Context: an optimization exercise on an open-source flow, tuned for small area. The choices shown serve that exercise and are no tape-out recipe. Power is estimated from default activity; no workload was simulated.

==> wip/zinc <==
Design main, start of the top module:
module main(in, op, apply, tail, valid, empty, clk, reset);
    input clk, reset, apply;
    input [7:0] in;
    input [2:0] op;
    output [7:0] tail;
    output reg valid;
    output empty;
    reg [7:0] t, f0, f1, f2, f3;
    reg [2:0] sz;
    wire n0  = ~sz[2] & ~sz[0];    
    wire n1  = ~sz[1] &  sz[0];
    wire n2  = ~sz[2] &  sz[1];
    wire n3  =  sz[2] &  sz[0];
    wire n4  =  sz[1] & ~sz[0];
    wire n5  =  sz[2] & ~sz[1];
    wire le1 = ~sz[2] & ~sz[1];
    wire le2 = ~sz[2];
    wire le3 = ~sz[2] |  sz[0];
    wire two =  sz[2] |  sz[1];    
    wire [2:0] sz_up = {sz[1:0], ~sz[2]};
    wire [2:0] sz_dn = {~sz[0], sz[2:1]};
    assign tail = t;
    assign empty = n0;
    wire [7:0] a = f0;                         
    wire [7:0] b = n2 ? t : f1;                
    wire is_add = (op == 3'd2);
    wire is_mul = (op == 3'd3);
    wire is_sub = (op == 3'd4);
    wire is_quo = (op == 3'd5);
    wire is_rem = (op == 3'd6);
    wire is_div = is_quo | is_rem;
    wire [7:0] hz;
    assign hz[0] = 1'b1;
    assign hz[1] = hz[0] & ~a[7];
    assign hz[2] = hz[1] & ~a[6];
    assign hz[3] = hz[2] & ~a[5];
    assign hz[4] = hz[3] & ~a[4];
    assign hz[5] = hz[4] & ~a[3];
    assign hz[6] = hz[5] & ~a[2];
  ...
==> flow/config.mk <==
export PLATFORM = sky130hd
export DESIGN_NAME = main
export DESIGN_NICKNAME = main
export VERILOG_FILES = /design/flow/design.v
export SDC_FILE = /design/flow/constraint.sdc
export NUM_CORES = 4
export LEC_CHECK = 0
export ABC_AREA = 1
export CAP_MARGIN = 20
export CORE_MARGIN = 2
export CORE_UTILIZATION = 40
export GPL_TIMING_DRIVEN = 0
export SLEW_MARGIN = 20
==> flow/constraint.sdc <==
create_clock -name core_clock -period 15.0 [get_ports {clk}]
set_input_delay 3.0000 -clock core_clock [delete_from_list [all_inputs] [get_ports {clk}]]
set_output_delay 3.0000 -clock core_clock [all_outputs]
set_load 0.01 [all_outputs]
standard.sh (not shown) runs the stock make flow with config.mk's settings and CLKGATE_MAP_FILE= SYNTH_SCRIPT=/design/flow/synth_recipe.tcl, a recipe that flattens the netlist after the stock synthesis.
==> flow/flow/run.sh <==
#!/bin/bash
# The standard layout (standard.sh: ORFS from synthesis to the final layout), with these
# changes, all made through ORFS's own variables:
#  - each port gets a sky130_fd_sc_hd__buf_1 as its buffer (buffer_ports -buffer_cell)
#    instead of the default clkdlybuf4s50_1;
#  - clock tree synthesis builds from clkbuf_4/clkbuf_8 and adds no dummy loads.
# Synthesis is the standard one, unchanged. The make output goes to standard.log in the
# work folder; ORFS's per-step logs stay under orfs/logs/.
set -euo pipefail
bash standard.sh synth > synth.log 2>&1
export BUFFER_PORTS_ARGS="-buffer_cell sky130_fd_sc_hd__buf_1"
export CTS_ARGS="-sink_clustering_enable -repair_clock_nets -dont_use_dummy_load -buf_list {sky130_fd_sc_hd__clkbuf_4 sky130_fd_sc_hd__clkbuf_8}"
bash standard.sh finish > standard.log 2>&1
==> wip/umber (differences from wip/zinc) <==
--- a/flow/design.v
+++ b/flow/design.v
@@ -56,60 +56,63 @@
     assign d6_s[1] = 1'b0;   
     assign quo[6] = ~d6_c[2] & hz[6];
     assign d6_s[0] = 1'b0;   
     assign d6_r[0] = d6_x[0] ^ (quo[6] & d6_y[0]);
     assign d6_r[1:1] = d6_x[1:1] ^ ({1{quo[6]}} & (d6_y[1:1] ^ d6_c[1:1]));
     wire [2:0] d5_x, d5_y, d5_s, d5_r;
     wire [3:0] d5_c;
-    assign d5_x = {d6_r, ~b[5]};
-    assign d5_y = a[2:0];
+    assign d5_x = is_div ? {d6_r, ~b[5]} : {m6_r, 1'b0};
+    assign d5_y = a[2:0] & {3{b[5] | is_div}};
+    wire d5_k = quo[5] | ~is_div;   
     assign d5_c[1] = d5_x[0] & d5_y[0];
     assign d5_c[2] = (d5_x[1] ^ d5_y[1]) ? d5_c[1] : d5_x[1];
     assign d5_s[1] = 1'b0;   
     assign d5_c[3] = (d5_x[2] ^ d5_y[2]) ? d5_c[2] : d5_x[2];
     assign d5_s[2] = 1'b0;   
     assign quo[5] = ~d5_c[3] & hz[5];
     assign d5_s[0] = 1'b0;   
-    assign d5_r[0] = d5_x[0] ^ (quo[5] & d5_y[0]);
-    assign d5_r[2:1] = d5_x[2:1] ^ ({2{quo[5]}} & (d5_y[2:1] ^ d5_c[2:1]));
+    assign d5_r[0] = d5_x[0] ^ (d5_k & d5_y[0]);
+    assign d5_r[2:1] = d5_x[2:1] ^ ({2{d5_k}} & (d5_y[2:1] ^ d5_c[2:1]));
     wire [3:0] d4_x, d4_y, d4_s, d4_r;
     wire [4:0] d4_c;
-    assign d4_x = {d5_r, ~b[4]};
-    assign d4_y = a[3:0];
+    assign d4_x = {d5_r, is_div & ~b[4]};
+    assign d4_y = a[3:0] & {4{b[4] | is_div}};
+    wire d4_k = quo[4] | ~is_div;   
     assign d4_c[1] = d4_x[0] & d4_y[0];
     assign d4_s[1] = d4_x[1] ^ d4_y[1] ^ d4_c[1];
     assign d4_c[2] = (d4_x[1] & d4_y[1]) | (d4_c[1] & (d4_x[1] ^ d4_y[1]));
     assign d4_s[2] = d4_x[2] ^ d4_y[2] ^ d4_c[2];
     assign d4_c[3] = (d4_x[2] & d4_y[2]) | (d4_c[2] & (d4_x[2] ^ d4_y[2]));
     assign d4_s[3] = d4_x[3] ^ d4_y[3] ^ d4_c[3];
     assign d4_c[4] = (d4_x[3] & d4_y[3]) | (d4_c[3] & (d4_x[3] ^ d4_y[3]));
     assign quo[4] = ~d4_c[4] & hz[4];
     assign d4_s[0] = 1'b0;   
-    assign d4_r[0] = d4_x[0] ^ (quo[4] & d4_y[0]);
-    assign d4_r[3:1] = quo[4] ? d4_s[3:1] : d4_x[3:1];
+    assign d4_r[0] = d4_x[0] ^ (d4_k & d4_y[0]);
+    assign d4_r[3:1] = d4_k ? d4_s[3:1] : d4_x[3:1];
     wire [4:0] d3_x, d3_y, d3_s, d3_r;
     wire [5:0] d3_c;
-    assign d3_x = {d4_r, ~b[3]};
-    assign d3_y = a[4:0];
+    assign d3_x = {d4_r, is_div & ~b[3]};
+    assign d3_y = a[4:0] & {5{b[3] | is_div}};
+    wire d3_k = quo[3] | ~is_div;   
     assign d3_c[1] = d3_x[0] & d3_y[0];
     assign d3_s[1] = d3_x[1] ^ d3_y[1] ^ d3_c[1];
     assign d3_c[2] = (d3_x[1] & d3_y[1]) | (d3_c[1] & (d3_x[1] ^ d3_y[1]));
     assign d3_s[2] = d3_x[2] ^ d3_y[2] ^ d3_c[2];
     assign d3_c[3] = (d3_x[2] & d3_y[2]) | (d3_c[2] & (d3_x[2] ^ d3_y[2]));
     assign d3_s[3] = d3_x[3] ^ d3_y[3] ^ d3_c[3];
     assign d3_c[4] = (d3_x[3] & d3_y[3]) | (d3_c[3] & (d3_x[3] ^ d3_y[3]));
     assign d3_s[4] = d3_x[4] ^ d3_y[4] ^ d3_c[4];
     assign d3_c[5] = (d3_x[4] & d3_y[4]) | (d3_c[4] & (d3_x[4] ^ d3_y[4]));
     assign quo[3] = ~d3_c[5] & hz[3];
     assign d3_s[0] = 1'b0;   
-    assign d3_r[0] = d3_x[0] ^ (quo[3] & d3_y[0]);
-    assign d3_r[4:1] = quo[3] ? d3_s[4:1] : d3_x[4:1];
+    assign d3_r[0] = d3_x[0] ^ (d3_k & d3_y[0]);
+    assign d3_r[4:1] = d3_k ? d3_s[4:1] : d3_x[4:1];
     wire [5:0] d2_x, d2_y, d2_s, d2_r;
     wire [6:0] d2_c;
-    assign d2_x = is_div ? {d3_r, ~b[2]} : {m3_r, 1'b0};
+    assign d2_x = {d3_r, is_div & ~b[2]};
     assign d2_y = a[5:0] & {6{b[2] | is_div}};
     wire d2_k = quo[2] | ~is_div;   
     assign d2_c[1] = d2_x[0] & d2_y[0];
     assign d2_s[1] = d2_x[1] ^ d2_y[1] ^ d2_c[1];
     assign d2_c[2] = (d2_x[1] & d2_y[1]) | (d2_c[1] & (d2_x[1] ^ d2_y[1]));
     assign d2_s[2] = d2_x[2] ^ d2_y[2] ^ d2_c[2];
     assign d2_c[3] = (d2_x[2] & d2_y[2]) | (d2_c[2] & (d2_x[2] ^ d2_y[2]));
@@ -147,78 +150,42 @@
     assign d1_r[6:1] = d1_k ? d1_s[6:1] : d1_x[6:1];
     wire [7:0] d0_x, d0_y, d0_s, d0_r;
     wire [8:0] d0_c;
     assign d0_x = {d1_r, is_div & ~b[0]};
     assign d0_y = a[7:0] & {8{b[0] | is_div}};
     wire d0_k = quo[0] | ~is_div;   
     assign d0_c[1] = d0_x[0] & d0_y[0];
-    assign d0_s[1] = d0_x[1] ^ d0_y[1] ^ d0_c[1];
-    assign d0_c[2] = (d0_x[1] & d0_y[1]) | (d0_c[1] & (d0_x[1] ^ d0_y[1]));
-    assign d0_s[2] = d0_x[2] ^ d0_y[2] ^ d0_c[2];
-    assign d0_c[3] = (d0_x[2] & d0_y[2]) | (d0_c[2] & (d0_x[2] ^ d0_y[2]));
-    assign d0_s[3] = d0_x[3] ^ d0_y[3] ^ d0_c[3];
-    assign d0_c[4] = (d0_x[3] & d0_y[3]) | (d0_c[3] & (d0_x[3] ^ d0_y[3]));
-    assign d0_s[4] = d0_x[4] ^ d0_y[4] ^ d0_c[4];
-    assign d0_c[5] = (d0_x[4] & d0_y[4]) | (d0_c[4] & (d0_x[4] ^ d0_y[4]));
-    assign d0_s[5] = d0_x[5] ^ d0_y[5] ^ d0_c[5];
-    assign d0_c[6] = (d0_x[5] & d0_y[5]) | (d0_c[5] & (d0_x[5] ^ d0_y[5]));
-    assign d0_s[6] = d0_x[6] ^ d0_y[6] ^ d0_c[6];
-    assign d0_c[7] = (d0_x[6] & d0_y[6]) | (d0_c[6] & (d0_x[6] ^ d0_y[6]));
-    assign d0_s[7] = d0_x[7] ^ d0_y[7] ^ d0_c[7];
-    assign d0_c[8] = (d0_x[7] & d0_y[7]) | (d0_c[7] & (d0_x[7] ^ d0_y[7]));
+    assign d0_c[2] = (d0_x[1] ^ d0_y[1]) ? d0_c[1] : d0_x[1];
+    assign d0_s[1] = 1'b0;   
+    assign d0_c[3] = (d0_x[2] ^ d0_y[2]) ? d0_c[2] : d0_x[2];
+    assign d0_s[2] = 1'b0;   
+    assign d0_c[4] = (d0_x[3] ^ d0_y[3]) ? d0_c[3] : d0_x[3];
+    assign d0_s[3] = 1'b0;   
+    assign d0_c[5] = (d0_x[4] ^ d0_y[4]) ? d0_c[4] : d0_x[4];
+    assign d0_s[4] = 1'b0;   
+    assign d0_c[6] = (d0_x[5] ^ d0_y[5]) ? d0_c[5] : d0_x[5];
+    assign d0_s[5] = 1'b0;   
+    assign d0_c[7] = (d0_x[6] ^ d0_y[6]) ? d0_c[6] : d0_x[6];
+    assign d0_s[6] = 1'b0;   
+    assign d0_c[8] = (d0_x[7] ^ d0_y[7]) ? d0_c[7] : d0_x[7];
+    assign d0_s[7] = 1'b0;   
     assign quo[0] = ~d0_c[8] & hz[0];
     assign d0_s[0] = 1'b0;   
     assign d0_r[0] = d0_x[0] ^ (d0_k & d0_y[0]);
-    assign d0_r[7:1] = d0_k ? d0_s[7:1] : d0_x[7:1];
+    assign d0_r[7:1] = d0_x[7:1] ^ ({7{d0_k}} & (d0_y[7:1] ^ d0_c[7:1]));
     wire [0:0] m7_r;
     assign m7_r = a[0] & b[7];
     wire [1:0] m6_r;
     wire [1:0] m6_s;
     wire [2:0] m6_c;
     assign m6_s[0] = a[0] & b[6];
     assign m6_c[1] = 1'b0;
     assign m6_s[1] = m7_r[0] ^ (a[1] & b[6]) ^ m6_c[1];
     assign m6_c[2] = (m7_r[0] & (a[1] & b[6])) | (m6_c[1] & (m7_r[0] ^ (a[1] & b[6])));
     assign m6_r = m6_s;
-    wire [2:0] m5_r;
-    wire [2:0] m5_s;
-    wire [3:0] m5_c;
-    assign m5_s[0] = a[0] & b[5];
-    assign m5_c[1] = 1'b0;
-    assign m5_s[1] = m6_r[0] ^ (a[1] & b[5]) ^ m5_c[1];
-    assign m5_c[2] = (m6_r[0] & (a[1] & b[5])) | (m5_c[1] & (m6_r[0] ^ (a[1] & b[5])));
-    assign m5_s[2] = m6_r[1] ^ (a[2] & b[5]) ^ m5_c[2];
-    assign m5_c[3] = (m6_r[1] & (a[2] & b[5])) | (m5_c[2] & (m6_r[1] ^ (a[2] & b[5])));
-    assign m5_r = m5_s;
-    wire [3:0] m4_r;
-    wire [3:0] m4_s;
-    wire [4:0] m4_c;
-    assign m4_s[0] = a[0] & b[4];
-    assign m4_c[1] = 1'b0;
-    assign m4_s[1] = m5_r[0] ^ (a[1] & b[4]) ^ m4_c[1];
-    assign m4_c[2] = (m5_r[0] & (a[1] & b[4])) | (m4_c[1] & (m5_r[0] ^ (a[1] & b[4])));
-    assign m4_s[2] = m5_r[1] ^ (a[2] & b[4]) ^ m4_c[2];
-    assign m4_c[3] = (m5_r[1] & (a[2] & b[4])) | (m4_c[2] & (m5_r[1] ^ (a[2] & b[4])));
-    assign m4_s[3] = m5_r[2] ^ (a[3] & b[4]) ^ m4_c[3];
-    assign m4_c[4] = (m5_r[2] & (a[3] & b[4])) | (m4_c[3] & (m5_r[2] ^ (a[3] & b[4])));
-    assign m4_r = m4_s;
-    wire [4:0] m3_r;
-    wire [4:0] m3_s;
-    wire [5:0] m3_c;
-    assign m3_s[0] = a[0] & b[3];
-    assign m3_c[1] = 1'b0;
-    assign m3_s[1] = m4_r[0] ^ (a[1] & b[3]) ^ m3_c[1];
-    assign m3_c[2] = (m4_r[0] & (a[1] & b[3])) | (m3_c[1] & (m4_r[0] ^ (a[1] & b[3])));
-    assign m3_s[2] = m4_r[1] ^ (a[2] & b[3]) ^ m3_c[2];
-    assign m3_c[3] = (m4_r[1] & (a[2] & b[3])) | (m3_c[2] & (m4_r[1] ^ (a[2] & b[3])));
-    assign m3_s[3] = m4_r[2] ^ (a[3] & b[3]) ^ m3_c[3];
-    assign m3_c[4] = (m4_r[2] & (a[3] & b[3])) | (m3_c[3] & (m4_r[2] ^ (a[3] & b[3])));
-    assign m3_s[4] = m4_r[3] ^ (a[4] & b[3]) ^ m3_c[4];
-    assign m3_c[5] = (m4_r[3] & (a[4] & b[3])) | (m3_c[4] & (m4_r[3] ^ (a[4] & b[3])));
-    assign m3_r = m3_s;
     wire [7:0] prod = d0_r;
     wire [7:0] rem = ~d0_r;
     wire [7:0] as_s;
     wire [8:0] as_c;
     wire [7:0] as_y = a ^ {8{is_sub}};
     assign as_c[0] = is_sub;
     assign as_s[0] = b[0] ^ as_y[0] ^ as_c[0];
@@ -238,15 +205,18 @@
     assign as_s[7] = b[7] ^ as_y[7] ^ as_c[7];
     assign as_c[8] = (b[7] & as_y[7]) | (as_c[7] & (b[7] ^ as_y[7]));
     wire [7:0] as = as_s;
     wire is_as = is_add | is_sub;
     wire [7:0] res = ({8{is_quo}} & quo) | ({8{is_rem}} & rem) | ({8{is_mul}} & prod) | ({8{is_as}} & as);
     wire push = (op == 3'd0);
     wire pop  = (op == 3'd1);
-    wire good = (push & ~n5) | (pop & ~n0) | (two & (is_add | is_mul | is_sub)) | (two & is_div & (a != 8'd0));
+    wire good = push ? ~n5 :
+                pop  ? ~n0 :
+                (op == 3'd7) ? 1'b0 :
+                is_div ? (two & (a != 8'd0)) : two;
     wire ok = apply & good;
     wire [7:0] nv = push ? in : res;
     always @(posedge clk or posedge reset)
         if (reset) begin
             valid <= 1'b1;
             sz <= 3'd0;
         end else if (apply) begin
--- a/flow/config.mk
+++ b/flow/config.mk
@@ -5,9 +5,8 @@
 export SDC_FILE = /design/flow/constraint.sdc
 export NUM_CORES = 4
 export LEC_CHECK = 0
 export ABC_AREA = 1
 export CAP_MARGIN = 20
 export CORE_MARGIN = 2
 export CORE_UTILIZATION = 40
-export GPL_TIMING_DRIVEN = 0
 export SLEW_MARGIN = 20
==> summary of the runs <==
- wip/umber finished clean. wip/zinc completed with no timing, DRC or antenna violations.
- Clock power: wip/zinc is lower than wip/umber (about 2%).
- Critical path depth: wip/zinc is lower than wip/umber (13).
- Count of clock-buffer cells in the layout is the same in wip/umber and wip/zinc.
- Of wip/zinc and wip/umber, wip/umber has the higher non-clock buffer count (gap 36).
- Clock skew: wip/umber is lower than wip/zinc (0.00055 ns).
- In wip/zinc the sequential power is smaller than in wip/umber, by about 2%.
- Against wip/zinc, the cell count of wip/umber is larger by about 8%.
- Between wip/umber and wip/zinc, the lower synthesized cell count is in wip/zinc (gap about 5%, measured against wip/zinc).
No run of this note included a check of the RTL's function; only the layout flow was run.

what the ideal ports hide:
Ports are ideal in the flow. The routed layouts listed here were re-timed in OpenROAD. Step 1, drivers: a clkbuf_16 drives clk and a buf_2 each remaining input, both assumed. Step 2, shift: input delay + t, output delay - t, t = (earliest + latest rising clock arrival at the registers) / 2. This alone moves slack from input paths to output paths. a / b / c = no drivers / after step 1 / after step 2; a / b = the first two.
run	shift t [ns]	setup slack, ns	worst register clock-pin slew, ns	pins driven straight from the clock port
wip/zinc	0.316	0.859 / 0.859 / 0.859	0.09 / 0.09	1
wip/umber	0.314	0.663 / 0.670 / 0.356	0.08 / 0.08	1
After both steps every run listed still meets setup and hold. For wip/umber, which loses most, drivers alone change the setup slack by +0.007 ns; drivers and shift together by -0.307 ns.
